From an optimization exercise on the open Yosys and OpenROAD flow, aimed at small area, a short achievable clock period and few clock cycles per item; shortcuts taken in it are not production practice. RTL that was checked went through simulation tests only; none was proved equivalent to the original. No activity file was given, so power comes from the tool's default toggle rates.

== JK ==
==> module rank_order, before the edit <==
module rank_order(
	input iClk,
	input iRst_n,
	input iValid,
	output oReady,
	input [3:0] iOrder,
	input [7:0] iNum1, iNum2, iNum3,
	input [7:0] iNum4, iNum5, iNum6,
	input [7:0] iNum7, iNum8, iNum9,
	output reg [7:0] oValue,
	output reg oValid
);
	assign oReady = 1'b1;
	wire [7:0] x [0:8];
	assign x[0] = iNum1; assign x[1] = iNum2; assign x[2] = iNum3;
	assign x[3] = iNum4; assign x[4] = iNum5; assign x[5] = iNum6;
	assign x[6] = iNum7; assign x[7] = iNum8; assign x[8] = iNum9;
	reg [3:0] rank [0:8];
	reg [8:0] sel;
	reg [7:0] res;
	reg le;
	integer i, j;
	always @* begin
		for (i = 0; i < 9; i = i + 1) rank[i] = 4'd0;
		for (i = 0; i < 9; i = i + 1)
			for (j = 0; j < i; j = j + 1) begin
				le = (x[j] <= x[i]);
				rank[i] = rank[i] + le;
				rank[j] = rank[j] + !le;
			end
		res = 8'd0;
		for (i = 0; i < 9; i = i + 1) begin
			sel[i] = (rank[i] == iOrder - 4'd1);
			res = res | ({8{sel[i]}} & x[i]);
		end
	end
	always @(posedge iClk) begin
		if (!iRst_n) oValid <= 1'b0;
		else oValid <= iValid;
		oValue <= res;
	end
endmodule
==> flow/config.mk <==
export PLATFORM = sky130hd
export DESIGN_NAME = rank_order
export DESIGN_NICKNAME = rank_order
export VERILOG_FILES = /design/flow/design.v
export SDC_FILE = /design/flow/constraint.sdc
export NUM_CORES = 4
export LEC_CHECK = 0
export CAP_MARGIN = 20
export CORE_MARGIN = 2
export CORE_UTILIZATION = 40
export SLEW_MARGIN = 20
==> flow/constraint.sdc <==
create_clock -name core_clock -period 5.0 [get_ports {iClk}]
set_input_delay 1.0000 -clock core_clock [delete_from_list [all_inputs] [get_ports {iClk}]]
set_output_delay 1.0000 -clock core_clock [all_outputs]
set_load 0.01 [all_outputs]
run.sh (not shown) runs the stock make flow with config.mk's settings and CLKGATE_MAP_FILE= SYNTH_SCRIPT=/design/flow/synth_recipe.tcl, a recipe that flattens the netlist after the stock synthesis.
[flow] JK | stages: complete | final checks: fail | reason: negative setup slack
### JK -> MS
diff --git a/flow/design.v b/flow/design.v
--- a/flow/design.v
+++ b/flow/design.v
@@ -31,24 +31,62 @@
 	wire [7:0] x [0:8];
 	assign x[0] = iNum1; assign x[1] = iNum2; assign x[2] = iNum3;
 	assign x[3] = iNum4; assign x[4] = iNum5; assign x[5] = iNum6;
 	assign x[6] = iNum7; assign x[7] = iNum8; assign x[8] = iNum9;
+	function [1:0] fa(input a, input b, input c);
+		fa = {(a & b) | (a & c) | (b & c), a ^ b ^ c};
+	endfunction
+	function [3:0] pc8(input [7:0] v);
+		reg [1:0] f0, f1, f2, f3, f4;
+		reg h0c, h0s, h1c, h1s;
+		begin
+			f0 = fa(v[0], v[1], v[2]);
+			f1 = fa(v[3], v[4], v[5]);
+			h0s = v[6] ^ v[7]; h0c = v[6] & v[7];
+			f2 = fa(f0[0], f1[0], h0s);             
+			f3 = fa(f0[1], f1[1], h0c);             
+			h1s = f3[0] ^ f2[1]; h1c = f3[0] & f2[1];    
+			f4 = {f3[1] & h1c, f3[1] ^ h1c};        
+			pc8 = {f4[1], f4[0], h1s, f2[0]};
+		end
+	endfunction
+	function le8(input [7:0] a, input [7:0] b);
+		reg [7:0] g, e;  
+		reg [3:0] g2, e2; reg [1:0] g4, e4;
+		integer n;
+		begin
+			g = a & ~b; e = ~(g | (~a & b));
+			for (n = 0; n < 4; n = n + 1) begin
+				g2[n] = g[2*n+1] | (e[2*n+1] & g[2*n]);
+				e2[n] = e[2*n+1] & e[2*n];
+			end
+			for (n = 0; n < 2; n = n + 1) begin
+				g4[n] = g2[2*n+1] | (e2[2*n+1] & g2[2*n]);
+				e4[n] = e2[2*n+1] & e2[2*n];
+			end
+			le8 = ~(g4[1] | (e4[1] & g4[0]));
+		end
+	endfunction
+	reg [7:0] c [0:8];    
 	reg [3:0] rank [0:8];
+	reg [3:0] km1;
 	reg [8:0] sel;
 	reg [7:0] res;
 	reg le;
 	integer i, j;
 	always @* begin
-		for (i = 0; i < 9; i = i + 1) rank[i] = 4'd0;
+		for (i = 0; i < 9; i = i + 1) c[i] = 8'd0;
 		for (i = 0; i < 9; i = i + 1)
 			for (j = 0; j < i; j = j + 1) begin
-				le = (x[j] <= x[i]);
-				rank[i] = rank[i] + le;
-				rank[j] = rank[j] + !le;
+				le = le8(x[j], x[i]);
+				c[i][j] = le;        
+				c[j][i-1] = !le;     
 			end
+		km1 = iOrder - 4'd1;
 		res = 8'd0;
 		for (i = 0; i < 9; i = i + 1) begin
-			sel[i] = (rank[i] == iOrder - 4'd1);
+			rank[i] = pc8(c[i]);
+			sel[i] = (rank[i] == km1);
 			res = res | ({8{sel[i]}} & x[i]);
 		end
 	end
 	always @(posedge iClk) begin
Results
No crash in MS: every stage finished, but the layout fails its final checks due to negative setup slack.
When MS is measured against JK, its global-route usage turns out 0.65 points lower.
Diff MS and JK: critical path depth lower in JK
Compared MS vs JK, and initial antenna violation count is down in MS.
Against JK, MS comes in 11 higher on number of ordinary inverters in the final layout.
Estimated wirelength of the detail-placed design of MS falls short of that of JK by more than 10%.
Going from JK to MS, number of signal-net buffers in the layout fell by 16%; worst supply voltage drop on vdd fell by 0.00012 V; minimum clock period after layout fell by 930 ps; starting density of the core rose by 0.23 points; sum of negative setup slack rose by 7380 ps.
STATUS total design power: MS wins against JK
Function was not checked in any run of this note: the RTL went through the layout flow alone.

========
== zinc ==
rank_order, a different RTL version from the one above (not shown whole).
Size in the first run: ~89 I/O pins, about 7400 um^2 of cells after synthesis.
## rank_order
module rank_order(
	input iClk,
	input iRst_n,
	input iValid,
	output oReady,
	input [3:0] iOrder,
	input [7:0] iNum1, iNum2, iNum3,
	input [7:0] iNum4, iNum5, iNum6,
	input [7:0] iNum7, iNum8, iNum9,
	output reg [7:0] oValue,
	output reg oValid
);
==> module rank_order, before the edit <==
module rank_order(
	input iClk,
	input iRst_n,
	input iValid,
	output oReady,
	input [3:0] iOrder,
	input [7:0] iNum1, iNum2, iNum3,
	input [7:0] iNum4, iNum5, iNum6,
	input [7:0] iNum7, iNum8, iNum9,
	output reg [7:0] oValue,
	output reg oValid
);
	assign oReady = 1'b1;
	wire [71:0] x = {iNum9, iNum8, iNum7, iNum6, iNum5, iNum4, iNum3, iNum2, iNum1};
	function ge8(input [7:0] a, input [7:0] b);
		reg cy; integer q;
		begin
			cy = 1'b1;
			for (q = 0; q < 8; q = q + 1) cy = (a[q] & ~b[q]) | (a[q] & cy) | (~b[q] & cy);
			ge8 = cy;
		end
	endfunction
	function [1:0] fa(input a, input b, input c);
		fa = {(a & b) | (a & c) | (b & c), a ^ b ^ c};
	endfunction
	function [2:0] pc7(input [6:0] v);
		reg [1:0] f0, f1, f2, f3;
		begin
			f0 = fa(v[0], v[1], v[2]);
			f1 = fa(v[3], v[4], v[5]);
			f2 = fa(f0[0], f1[0], v[6]);    
			f3 = fa(f0[1], f1[1], f2[1]);   
			pc7 = {f3[1], f3[0], f2[0]};
		end
	endfunction
	wire [80:0] ge_d;
	reg  [80:0] ge_q;
	genvar gi, gj;
	generate
		for (gi = 0; gi < 9; gi = gi + 1) begin : row
			for (gj = 0; gj < gi; gj = gj + 1) begin : col
				assign ge_d[9*gi+gj] = ge8(x[8*gi +: 8], x[8*gj +: 8]);
				always @(posedge iClk) ge_q[9*gi+gj] <= ge_d[9*gi+gj];
			end
		end
	endgenerate
	reg [71:0] x_q;
	reg [3:0] ord_q;
	reg vld_q;
	always @(posedge iClk) begin
		if (!iRst_n) vld_q <= 1'b0;
		else vld_q <= iValid;
		x_q <= x;
		ord_q <= iOrder;
	end
	wire [3:0] km1 = ord_q - 4'd1;
	wire [3:0] km2 = ord_q - 4'd2;
	wire [8:0] sel;
	wire [71:0] pick;
	generate
		for (gi = 0; gi < 9; gi = gi + 1) begin : rank
			wire [7:0] c;
			for (gj = 0; gj < 9; gj = gj + 1) begin : cb
				if (gj < gi) begin : lo
					assign c[gj] = ge_q[9*gi+gj];
				end else if (gj > gi) begin : hi
					assign c[gj-1] = ~ge_q[9*gj+gi];
				end
			end
			wire [3:0] p = {1'b0, pc7(c[6:0])};
			assign sel[gi] = c[7] ? (p == km2) : (p == km1);
			assign pick[8*gi +: 8] = {8{sel[gi]}} & x_q[8*gi +: 8];
		end
	endgenerate
	wire [7:0] res = pick[7:0] | pick[15:8] | pick[23:16] | pick[31:24] | pick[39:32]
	               | pick[47:40] | pick[55:48] | pick[63:56] | pick[71:64];
	always @(posedge iClk) begin
		if (!iRst_n) oValid <= 1'b0;
		else oValid <= vld_q;
		oValue <= res;
	end
endmodule
clock: 5.0 ns
lec_check: 0
cap_margin: 20
core_margin: 2
core_utilization: 40
cts_buf_list: sky130_fd_sc_hd__clkbuf_4 sky130_fd_sc_hd__clkbuf_8
setup_slack_margin: 2.2
slew_margin: 20
standard.sh (not shown) runs the stock make flow with config.mk's settings and CLKGATE_MAP_FILE= SYNTH_SCRIPT=/design/flow/synth_recipe.tcl, a recipe that flattens the netlist after the stock synthesis.
==> flow/flow/run.sh <==
#!/bin/bash
# Standard ORFS layout (the standard.sh) with three changes:
#  - synthesis is the standard flow's own script, except that the final ABC mapping uses
#    flow/abc_delay.script (delay-targeted mapping) instead of ORFS's speed script;
#  - the port buffers are plain buf_2 cells;
#  - repair may swap cells across footprints.
set -euo pipefail
work=$(pwd)
export MY_ABC_SCRIPT=$work/flow/abc_delay.script
export FLOW_SYNTH_TCL=$work/synth_recipe.tcl
bash standard.sh "SYNTH_SCRIPT=$work/flow/synth.tcl" \
  "BUFFER_PORTS_ARGS=-buffer_cell sky130_fd_sc_hd__buf_2" MATCH_CELL_FOOTPRINT=0 \
  finish > standard.log 2>&1
==> flow/flow/abc_delay.script <==
strash
dch
map -D 1500
topo
buffer -c
upsize -c -D 1500
dnsize -c -D 1500
==> flow/flow/synth.tcl <==
# The standard flow's synthesis script, with the final ABC call pointed at our own ABC script.
proc abc {args} {
  set i [lsearch -exact $args -script]
  if {$i >= 0} { lset args [expr {$i + 1}] $::env(MY_ABC_SCRIPT) }
  yosys abc {*}$args
}
source $::env(FLOW_SYNTH_TCL)
Having completed the whole flow, zinc delivered a layout that passed the timing, design-rule and antenna checks.
Testbench counts of zinc, summed over its fixed seeds: cycles 9,616, items 9,600.
#### Input delta (maple over zinc)
--- a/flow/design.v
+++ b/flow/design.v
@@ -41,12 +41,14 @@
 		fa = {(a & b) | (a & c) | (b & c), a ^ b ^ c};
 	endfunction
-	function [2:0] pc7(input [6:0] v);
-		reg [1:0] f0, f1, f2, f3;
+	function [4:0] oh4(input [3:0] v);
+		reg n0, x0, a0, n1, x1, a1;
 		begin
-			f0 = fa(v[0], v[1], v[2]);
-			f1 = fa(v[3], v[4], v[5]);
-			f2 = fa(f0[0], f1[0], v[6]);    
-			f3 = fa(f0[1], f1[1], f2[1]);   
-			pc7 = {f3[1], f3[0], f2[0]};
+			n0 = ~(v[0] | v[1]); a0 = v[0] & v[1]; x0 = v[0] ^ v[1];
+			n1 = ~(v[2] | v[3]); a1 = v[2] & v[3]; x1 = v[2] ^ v[3];
+			oh4[0] = n0 & n1;
+			oh4[1] = (x0 & n1) | (n0 & x1);
+			oh4[2] = (a0 & n1) | (x0 & x1) | (n0 & a1);
+			oh4[3] = (a0 & x1) | (x0 & a1);
+			oh4[4] = a0 & a1;
 		end
 	endfunction
@@ -63,5 +65,5 @@
 	endgenerate
 	reg [71:0] x_q;
-	reg [3:0] ord_q;
+	reg [8:0] kh_q;    
 	reg vld_q;
 	always @(posedge iClk) begin
@@ -69,8 +71,6 @@
 		else vld_q <= iValid;
 		x_q <= x;
-		ord_q <= iOrder;
+		kh_q <= 9'd1 << (iOrder - 4'd1);
 	end
-	wire [3:0] km1 = ord_q - 4'd1;
-	wire [3:0] km2 = ord_q - 4'd2;
 	wire [8:0] sel;
 	wire [71:0] pick;
@@ -85,6 +85,13 @@
 				end
 			end
-			wire [3:0] p = {1'b0, pc7(c[6:0])};
-			assign sel[gi] = c[7] ? (p == km2) : (p == km1);
+			wire [1:0] f0 = fa(c[0], c[1], c[2]);
+			wire [1:0] f1 = fa(c[3], c[4], c[5]);
+			wire [4:0] ohu = oh4({c[7], c[6], f1[0], f0[0]});
+			wire [2:0] ohv = {f0[1] & f1[1], f0[1] ^ f1[1], ~(f0[1] | f1[1])};
+			wire [2:0] m;
+			for (gj = 0; gj < 3; gj = gj + 1) begin : mw
+				assign m[gj] = |(ohu & kh_q[2*gj +: 5]);
+			end
+			assign sel[gi] = |(ohv & m);
 			assign pick[8*gi +: 8] = {8{sel[gi]}} & x_q[8*gi +: 8];
 		end
[summary]
Largest fanout of any net on the critical path: maple > zinc
The via count of the first global-routing pass in maple sits 1,352 above the value recorded for zinc.
Fraction of final layout cells with drive strength greater than 1 was lower in the run labelled maple.
Comparing maple and zinc, the higher synthesized area per cell is on zinc.
Met3 routed wirelength: maple > zinc
Combined area of the multi-input logic cells grows by more than 10% when moving from zinc to maple.
[maple] share of the cycle needed by the critical path after routing fell 5.0 points relative to zinc
No functional check of the RTL was part of maple.

## static timing again, ports no longer ideal
Ports are ideal in the flow. The routed layouts listed here were re-timed in OpenROAD. Step 1 sets driving cells, clkbuf_16 on the clock port and buf_2 on the other inputs (assumed; they add their load-dependent delay and slew). Step 2, shift: input delay + t, output delay - t, t = (earliest + latest rising clock arrival at the registers) / 2. This alone moves slack from input paths to output paths. Slacks: no drivers / after step 1 / after step 2; pairs: no drivers / after step 1.
run	shift t [ns]	setup WS [ns]	cell pins on the clock port's net
JK	0.272	-0.939 / -0.933 / -1.204	1
MS	0.288	-0.004 / 0.012 / -0.277	1
zinc	0.489	2.043 / 2.043 / 2.043	1
maple	0.480	2.294 / 2.294 / 2.294	1
The setup slack of MS, which loses most, moves by +0.016 ns with the drivers and by -0.273 ns with both steps.
